From an optimization exercise on the open Yosys and OpenROAD flow, aimed at small area and a short achievable clock period; shortcuts taken in it are not production practice. In this exercise RTL edits were held to simulation tests only and were not proved equivalent to the original. Power is estimated from default activity; no workload was simulated.

==> run A: inputs <==
==> flow/design.v <==
module processor(clk,rst,start,data_in,data_out);
input clk;
input rst;
input start;
input [7:0]data_in;
output [7:0]data_out;
reg [7:0] mem [0:255];
reg [7:0] A;
reg [15:0] row;      
reg [15:0] col;      
reg state;           
reg c1, c2;          
reg [7:0] tq [0:7];  
reg [7:0] tqs;       
reg [7:0] temp;
integer k;
always @* begin
    temp = 8'b0;
    for (k = 0; k < 8; k = k + 1)
        temp = temp | (tq[k] & {8{tqs[k]}});
end
wire wr = rst & ~state & ~start & (c1 | c2);
reg [7:0] rd [0:7];
integer i, q;
always @* begin
    for (q = 0; q < 8; q = q + 1) begin
        rd[q] = 8'b0;
        for (i = 0; i < 32; i = i + 1)
            rd[q] = rd[q] | (mem[q*32+i] & {8{row[q*2+i/16] & col[i%16]}});
    end
end
integer j;
always @(posedge clk) begin
    for (j = 0; j < 256; j = j + 1)
        if (wr & row[j/16] & col[j%16]) mem[j] <= data_in;
    if (rst & state) begin
        for (q = 0; q < 8; q = q + 1) begin
            tq[q] <= rd[q];
            tqs[q] <= |row[q*2 +: 2];
        end
    end
end
always @(posedge clk) begin
    if (!rst) begin
        state <= 1'b0;
        A <= 8'b0;
        row <= 16'b1;
        col <= 16'b1;
        c1 <= 1'b0;
        c2 <= 1'b0;
    end else if (!state) begin
        if (start) begin
            state <= 1'b1;
        end else begin
            col <= {col[14:0], col[15]};
            if (col[15]) row <= {row[14:0], row[15]};
            c1 <= ~c1;
            c2 <= c1;
        end
    end else begin
        col <= {col[14:0], col[15]};
        if (col[15]) row <= {row[14:0], row[15]};
        if (c1) A <= temp;
        c1 <= ~c1 & ~c2;
        c2 <= c1;
    end
end
assign data_out = A;
endmodule
==> flow/run.sh <==
#!/bin/bash
# synth_recipe.tcl (not shown) runs the flow's synth.tcl, then flattens the netlist and writes it again
# the make line also repeats each setting of config.mk as NAME=value (left out here)
make -C /OpenROAD-flow-scripts/flow DESIGN_CONFIG=/design/flow/config.mk WORK_HOME=/design/flow/orfs CLKGATE_MAP_FILE= SYNTH_SCRIPT=/design/flow/synth_recipe.tcl finish
==> flow/config.mk <==
export PLATFORM = sky130hd
export DESIGN_NAME = processor
export DESIGN_NICKNAME = processor
export VERILOG_FILES = /design/flow/design.v
export SDC_FILE = /design/flow/constraint.sdc
export NUM_CORES = 4
export LEC_CHECK = 0
export ABC_CLOCK_PERIOD_IN_PS = 1500
export CAP_MARGIN = 20
export CORE_MARGIN = 2
export CORE_UTILIZATION = 40
export CTS_BUF_LIST = sky130_fd_sc_hd__clkbuf_16
export CTS_CLUSTER_DIAMETER = 60
export CTS_CLUSTER_SIZE = 30
export SETUP_SLACK_MARGIN = 3.2
export SLEW_MARGIN = 20
==> flow/constraint.sdc <==
create_clock -name core_clock -period 5.0 [get_ports {clk}]
set_input_delay 1.0000 -clock core_clock [delete_from_list [all_inputs] [get_ports {clk}]]
set_output_delay 1.0000 -clock core_clock [all_outputs]
set_load 0.01 [all_outputs]
==> inputs of run R, as changes to run A <==
==> flow/design.v, changed modules only <==
module processor(clk,rst,start,data_in,data_out);
input clk;
input rst;
input start;
input [7:0]data_in;
output [7:0]data_out;
reg [7:0] mem [0:255];
reg [7:0] A;
reg [15:0] row;      
reg [15:0] col;      
reg state;           
reg c1, c2;          
reg [7:0] tq [0:3];  
reg [3:0] tqs;       
wire [7:0] temp = (tq[0] & {8{tqs[0]}}) | (tq[1] & {8{tqs[1]}}) |
                  (tq[2] & {8{tqs[2]}}) | (tq[3] & {8{tqs[3]}});
wire wr = rst & ~state & ~start & (c1 | c2);
reg [7:0] rd [0:3];
integer i, q;
always @* begin
    for (q = 0; q < 4; q = q + 1) begin
        rd[q] = 8'b0;
        for (i = 0; i < 64; i = i + 1)
            rd[q] = rd[q] | (mem[q*64+i] & {8{row[q*4+i/16] & col[i%16]}});
    end
end
integer j;
always @(posedge clk) begin
    for (j = 0; j < 256; j = j + 1)
        if (wr & row[j/16] & col[j%16]) mem[j] <= data_in;
    if (rst & state) begin
        for (q = 0; q < 4; q = q + 1) begin
            tq[q] <= rd[q];
            tqs[q] <= |row[q*4 +: 4];
        end
    end
end
always @(posedge clk) begin
    if (!rst) begin
        state <= 1'b0;
        A <= 8'b0;
        row <= 16'b1;
        col <= 16'b1;
        c1 <= 1'b0;
        c2 <= 1'b0;
    end else if (!state) begin
        if (start) begin
            state <= 1'b1;
        end else begin
            col <= {col[14:0], col[15]};
            if (col[15]) row <= {row[14:0], row[15]};
            c1 <= ~c1;
            c2 <= c1;
        end
    end else begin
        col <= {col[14:0], col[15]};
        if (col[15]) row <= {row[14:0], row[15]};
        if (c1) A <= temp;
        c1 <= ~c1 & ~c2;
        c2 <= c1;
    end
end
assign data_out = A;
endmodule
==> flow/config.mk (replaced) <==
export PLATFORM = sky130hd
export DESIGN_NAME = processor
export DESIGN_NICKNAME = processor
export VERILOG_FILES = /design/flow/design.v
export SDC_FILE = /design/flow/constraint.sdc
export NUM_CORES = 4
export LEC_CHECK = 0
export ABC_CLOCK_PERIOD_IN_PS = 2000
export CAP_MARGIN = 20
export CORE_MARGIN = 2
export CORE_UTILIZATION = 40
export CTS_BUF_LIST = sky130_fd_sc_hd__clkbuf_4 sky130_fd_sc_hd__clkbuf_8
export SETUP_SLACK_MARGIN = 2.7
export SLEW_MARGIN = 20
==> notes.md <==
Run A ran to the end with no violations. Run R ran to the end with no violations.
In run R the sequential share of layout area is higher than in run A, by 2.0 points.
Sequential power is about the same in run R and run A.
In run A the via count is smaller than in run R, by 3.4%.
Between run A and run R, the lower routed wire length is in run R (gap 5.9%, measured against run R).
Between run R and run A, the lower die area is in run R (gap 0.30%, measured against run A).
In critical path depth, run A and run R do not differ.
In run A the combinational power is larger than in run R, by 47%.
Of run A and run R, run A has the higher global-route usage (gap 0.56 points).
Worst setup slack: run R is worse than run A (0.25 ns).
First-iteration DRC count: run R is higher than run A (19%).
Against run A, the sequential cell count of run R is lower by 36.
==> figures <==
Number of antenna cells inserted: run A 7; run R 5
TritonCTS buffer count: run A 136; run R 349
Die span in y: run A 449 µm; run R 448 µm
Longest Clk Path Bufs: run A 3; run R 4
Cell area after placement: run A 83500 µm²; run R 82200 µm²
Leakage: run A 30.2 nW; run R 29.2 nW
Status: run A finished clean; run R finished clean
Combinational cell fraction of total power: run A 4.1%; run R 2.7%
Pin count of the biggest net entering global routing: run A 105; run R 130
Mapped Nets: run A 4165; run R 4503
Type of the tightest min-delay check: run A reg2reg; run R in2reg
Vias in the first global route: run A 43.6k; run R 45.6k
Placed instance count: run A 6531; run R 6860
Compound-Gate Fraction of Synth Area: run A 13.1%; run R 12.0%
Highest clock frequency the design can meet: run A 434 MHz; run R 392 MHz
Clock Buffer Count: run A 141; run R 453
Sequential share of power: run A 59.1%; run R 55.4%
Non-filler instance count after layout: run A 7054; run R 7589
Utilization of the core after routing: run A 49.0%; run R 46.9%
Flop2flop setup slack: run A 2.78 ns; run R 2.54 ns
Count of non-CTS buffers in the layout: run A 356; run R 251
TritonCTS Sinks: run A 2163; run R 2127
Sequential cell area in the final layout: run A 64600 µm²; run R 63500 µm²

[separate check: timing with driven ports]
In the flow no input, the clock included, has a driving cell. The finished layouts below were timed again as built, in two steps. Step 1 (the two cells are an assumption about what drives the block):
set clk [get_ports {clk}]
set_driving_cell -lib_cell sky130_fd_sc_hd__clkbuf_16 $clk
set_driving_cell -lib_cell sky130_fd_sc_hd__buf_2 [delete_from_list [all_inputs] $clk]
Step 2 moves the port delays by t, midway between the first and last clock arrival at a register: inputs arrive t later, outputs are due t later. That takes back most of the time a late clock gives input paths. Slacks: ideal / step 1 / step 2; pairs: ideal / step 1.
run | shift t [ns] | setup slack, ns | worst register clock-pin slew, ns
run A | 0.879 | 2.693 / 2.608 / 2.267 | 0.11 / 0.11
run R | 1.101 | 2.447 / 2.365 / 1.670 | 0.07 / 0.07
After both steps every run listed still meets setup and hold. For run R, which loses most, drivers alone change the setup slack by -0.082 ns; drivers and shift together by -0.777 ns.
